What follows belongs to an exercise in optimizing a design on an open flow for small area and a short achievable clock period; a production flow would make more cautious choices.
Function was checked by simulation only, so behaviour that the tests miss may differ from the original.
Power figures rest on the tool's default switching activity, not on a simulated workload.

## violet
## FIRLPF
module FIRLPF(
       input                     Clock,
       input                     Rst_n,
       input      signed  [31:0] InputData1,
       output     signed  [31:0] OutputData
);
reg [5:0] Count;
always @(posedge Clock or negedge Rst_n)
  if (!Rst_n)             Count <= 6'd0;
  else if (Count < 6'd39) Count <= Count + 6'd1;
  else                    Count <= 6'd0;
reg [21:0] rom;
always @* begin
  case (Count)
    6'd0: rom = 22'b0000100010000000000000;
    6'd1: rom = 22'b0000100010000000000000;
    6'd2: rom = 22'b0000100010000000000000;
    6'd3: rom = 22'b0001000000000000000000;
    6'd4: rom = 22'b0000000000100000000000;
    6'd5: rom = 22'b0000010100000000000000;
    6'd6: rom = 22'b0000100000000000000001;
    6'd7: rom = 22'b0000000010000000000001;
    6'd8: rom = 22'b0001001000000000000000;
    6'd9: rom = 22'b0000010010000100000000;
    6'd10: rom = 22'b0001000000000010100001;
    6'd11: rom = 22'b0000011000000100101000;
    6'd12: rom = 22'b0010100001010000000001;
    6'd13: rom = 22'b0100000010000010000000;
    6'd14: rom = 22'b0100000000100100101000;
    6'd15: rom = 22'b1000010000000000011000;
    6'd16: rom = 22'b1000100001000000100100;
    6'd17: rom = 22'b0010001000000101001000;
    6'd18: rom = 22'b0100010000001001000010;
    6'd19: rom = 22'b0100010000100101000001;
    6'd20: rom = 22'b0100010000100101000001;
    6'd21: rom = 22'b0100010000001001000010;
    6'd22: rom = 22'b0010001000000101001000;
    6'd23: rom = 22'b1000100001000000100100;
    6'd24: rom = 22'b1000010000000000011000;
  ...
Size in the first run: roughly 2000 cells after synthesis, ~22000 µm² of cells after synthesis.
export LEC_CHECK = 0
export CAP_MARGIN = 20
export CELL_PAD_IN_SITES_DETAIL_PLACEMENT = 1
export CORE_MARGIN = 2
export CORE_UTILIZATION = 30
export CTS_CLUSTER_DIAMETER = 60
export CTS_CLUSTER_SIZE = 30
export PLACE_DENSITY = 0.5
export SLEW_MARGIN = 20
export SYNTH_HIERARCHICAL = 1
export SYNTH_MINIMUM_KEEP_SIZE = 0
create_clock -name core_clock -period 11.0 [get_ports {Clock}]
standard.sh (not shown) runs the stock make flow with config.mk's settings and CLKGATE_MAP_FILE= SYNTH_SCRIPT=/design/flow/synth_recipe.tcl, a recipe that flattens the netlist after the stock synthesis.
==> flow/flow/run.sh <==
#!/bin/bash
# The standard layout (standard.sh) with two changes to how it is made:
# - the port buffers that global placement inserts use buf_2 instead of the
#   flow's default pick, a slow delay buffer;
# - after placement resizing (repair_design), cells that drive many loads
#   get a stronger drive strength of the same cell (post_resize.tcl);
#   detailed placement then legalizes them as usual.
# Everything else, including synthesis, is the standard flow's. The tools'
# full output goes to standard.log in the work folder (and to the ORFS logs
# under orfs/logs).
set -euo pipefail
here=$(cd "$(dirname "$0")" && pwd)
export BUFFER_PORTS_ARGS="-buffer_cell sky130_fd_sc_hd__buf_2"
export POST_RESIZE_TCL="$here/post_resize.tcl"
bash standard.sh > standard.log 2>&1
==> flow/flow/post_resize.tcl <==
set n_up 0
foreach inst [get_cells *] {
  set master [get_property $inst ref_name]
  if {![regexp {^(sky130_fd_sc_hd__[a-z0-9]+)_([0-9]+)$} $master -> base drive]} { continue }
  if {[string match "*clkbuf*" $base] || [string match "*dly*" $base] || [string match "*tap*" $base]} { continue }
  set fo 0
  foreach pin [get_pins -of_objects $inst -filter "direction == output"] {
    set net [get_nets -of_objects $pin]
    if {$net eq ""} { continue }
    incr fo [llength [get_pins -of_objects $net -filter "direction == input"]]
  }
  if {$fo > 8} { set want 4 } elseif {$fo > 4} { set want 2 } else { continue }
  if {$drive >= $want} { continue }
  if {[llength [get_lib_cells -quiet ${base}_$want]] == 0} { continue }
  replace_cell $inst ${base}_$want
  incr n_up
}
puts "post_resize.tcl: upsized $n_up cells"
violet: flow completed, timing, DRC and antenna clean
[inputs] tundra vs violet
-- flow/flow/post_resize.tcl --
<<< violet, line 1
>>> tundra, line 1
# Sourced by ORFS after repair_design in the placement resizing step.
# Cells whose output drives more than 6 pins get the _4 drive strength of the
# same cell, more than 3 pins the _2 one, where the library has it (same
# function; flip-flops stay the same type of flip-flop).
<<< violet, line 12
  if {$fo > 8} { set want 4 } elseif {$fo > 4} { set want 2 } else { continue }
>>> tundra, line 16
  if {$fo > 6} { set want 4 } elseif {$fo > 3} { set want 2 } else { continue }
-- flow/config.mk --
<<< violet, line 12
export CTS_CLUSTER_DIAMETER = 60
export CTS_CLUSTER_SIZE = 30
>>> tundra, line 12
## What came out
The proportion of power drawn by the clock network of tundra is higher than that of violet. [compare] base=violet new=tundra: final worst slack picked up an extra 22 ps, sequential fraction of total cell area now sits lower, power dissipated by switching net loads saw a decrease. tundra vs violet: cell area up slightly. Smallest hold slack (higher): tundra. Detailed-routing iteration count for the pre-antenna-repair pass: tundra vs violet identical. Global-route wire length before repair (tundra vs. violet) increases slightly.
Relative to tundra, the following input files were edited for juniper:
-- flow/flow/run.sh --
<<< tundra, line 6
#   get a stronger drive strength of the same cell (post_resize.tcl);
>>> juniper, line 6
#   get a stronger drive strength of the same cell, adder cells excepted
#   (post_resize.tcl);
-- flow/flow/post_resize.tcl --
<<< tundra, line 4
# function; flip-flops stay the same type of flip-flop).
>>> juniper, line 4
# function; flip-flops stay the same type of flip-flop). Adder cells are
# left alone.
<<< tundra, line 10
>>> juniper, line 11
  # the adders' cells (half adders and prefix cells) are left as they are
  if {[regexp {__(ha|fa|a21o)$} $base]} { continue }
-- flow/config.mk --
<<< tundra, line 12
>>> juniper, line 12
export CTS_CLUSTER_DIAMETER = 60
export CTS_CLUSTER_SIZE = 30
==> comparison <==
- Share of cells above drive strength 1 ended up 3.7 points lower on juniper than on tundra.
- In the final design statistics, juniper uses fewer standard cells in total than tundra.
- [compare] base=tundra new=juniper: design area went down 1.7%; wire length per cell went down 0.59%; hold slack went down 13 ps; wire length of the first global-routing pass went down about 1.6%; via count held.
- Compared with tundra, cell-internal power in juniper decreased by a little under 10%.
- Taking tundra as the reference, in juniper number of clock buffer instances in the layout fell by 22; worst setup slack fell by 9.5 ps.
Input-level comparison between xenon and juniper:
-- flow/flow/run.sh --
<<< juniper, line 6
#   get a stronger drive strength of the same cell, adder cells excepted
#   (post_resize.tcl);
>>> xenon, line 6
#   get a stronger drive strength of the same cell (post_resize.tcl);
[summary]
From xenon to juniper, design area did not move at all.
Reported for xenon and juniper, total track usage turned out identical to the last digit.
As far as switching part of the total goes, xenon and juniper are indistinguishable; the numbers are identical.
Summary of xenon over juniper: routed wire length ~0 delta, count of buffer and inverter cells on the critical path now sits at about the same level, utilization essentially unchanged, layout clock buffer count has remained practically unchanged.
From juniper to xenon the numbers moved as follows: final number of max-transition violations closely matched the old numbers; total core area closely matched the old numbers.
Any difference in relative contribution of combinational cells to total power between juniper and xenon is small enough to ignore.
Input changes introduced in lagoon (baseline for comparison: xenon):
-- flow/flow/run.sh --
<<< xenon, line 6
#   get a stronger drive strength of the same cell (post_resize.tcl);
>>> lagoon, line 6
#   and flip-flops that feed output ports get a stronger drive strength of
#   the same cell (post_resize.tcl);
-- flow/flow/post_resize.tcl --
<<< xenon, line 2
# Cells whose output drives more than 6 pins get the _4 drive strength of the
# same cell, more than 3 pins the _2 one, where the library has it (same
# function; flip-flops stay the same type of flip-flop). Adder cells are
# left alone.
>>> lagoon, line 2
# Cells whose output drives more than 6 pins, and flip-flops that drive an
# output port's buffer, get the _4 drive strength of the same cell; cells
# driving more than 3 pins the _2 one, where the library has it (same
# function; flip-flops stay the same type of flip-flop).
<<< xenon, line 11
  # the adders' cells (half adders and prefix cells) are left as they are
  if {[regexp {__(ha|fa|a21o)$} $base]} { continue }
>>> lagoon, line 11
<<< xenon, line 19
  if {$fo > 6} { set want 4 } elseif {$fo > 3} { set want 2 } else { continue }
>>> lagoon, line 17
  # flip-flops that feed an output port's buffer get the strongest drive
  set to_port 0
  if {[regexp {^sky130_fd_sc_hd__df} $base]} {
    foreach pin [get_pins -of_objects $inst -filter "direction == output"] {
      set net [get_nets -of_objects $pin]
      if {$net eq ""} { continue }
      foreach ld [get_pins -of_objects $net -filter "direction == input"] {
        if {[string match "output*" [get_name [get_cells -of_objects $ld]]]} { set to_port 1 }
      }
    }
  }
  if {$fo > 6 || $to_port} { set want 4 } elseif {$fo > 3} { set want 2 } else { continue }
lagoon | stages: all done | timing, DRC, antenna: all pass. Combinational power, lagoon and xenon: smaller value in xenon. [compare] base=xenon new=lagoon: post-route worst setup slack decreased by 14 ps relative to the old numbers; final routed wire length divided by cell count increased by about 1.3% relative to the old numbers; post-synthesis instance area closely matched the old numbers; combinational share of power increased by 0.2 points relative to the old numbers. Total leakage power, lagoon and xenon: smaller value in lagoon. Via count of the first global-routing pass: lagoon > xenon.

-- separate check: timing with driven ports --
Ports are ideal in the flow. The routed layouts listed here were re-timed in OpenROAD.
Step 1 assumes that a clkbuf_16 drives the clock port and a buf_2 every other input.
Step 2 adds t to the input delays and takes it off the output delays; t is the mean of the earliest and latest rising clock arrival at the registers after step 1. Input paths then give back, and output paths get back, about the clock's delay inside the block.
Slacks: no drivers / after step 1 / after step 2; pairs: no drivers / after step 1.
| run | shift t [ns] | slack for setup (ns) | slew at the worst register clock pin (ns) | pins driven straight from the clock port |
|---|---|---|---|---|
| violet | 0.630 | 7.537 / 7.483 / 7.726 | 0.11 / 0.11 | 1 |
| tundra | 0.637 | 7.559 / 7.499 / 7.753 | 0.07 / 0.07 | 1 |
| juniper | 0.623 | 7.550 / 7.489 / 7.746 | 0.10 / 0.10 | 1 |
| xenon | 0.623 | 7.550 / 7.489 / 7.746 | 0.10 / 0.10 | 1 |
| lagoon | 0.629 | 7.535 / 7.475 / 7.727 | 0.10 / 0.10 | 1 |
After both steps every run listed still meets setup and hold.
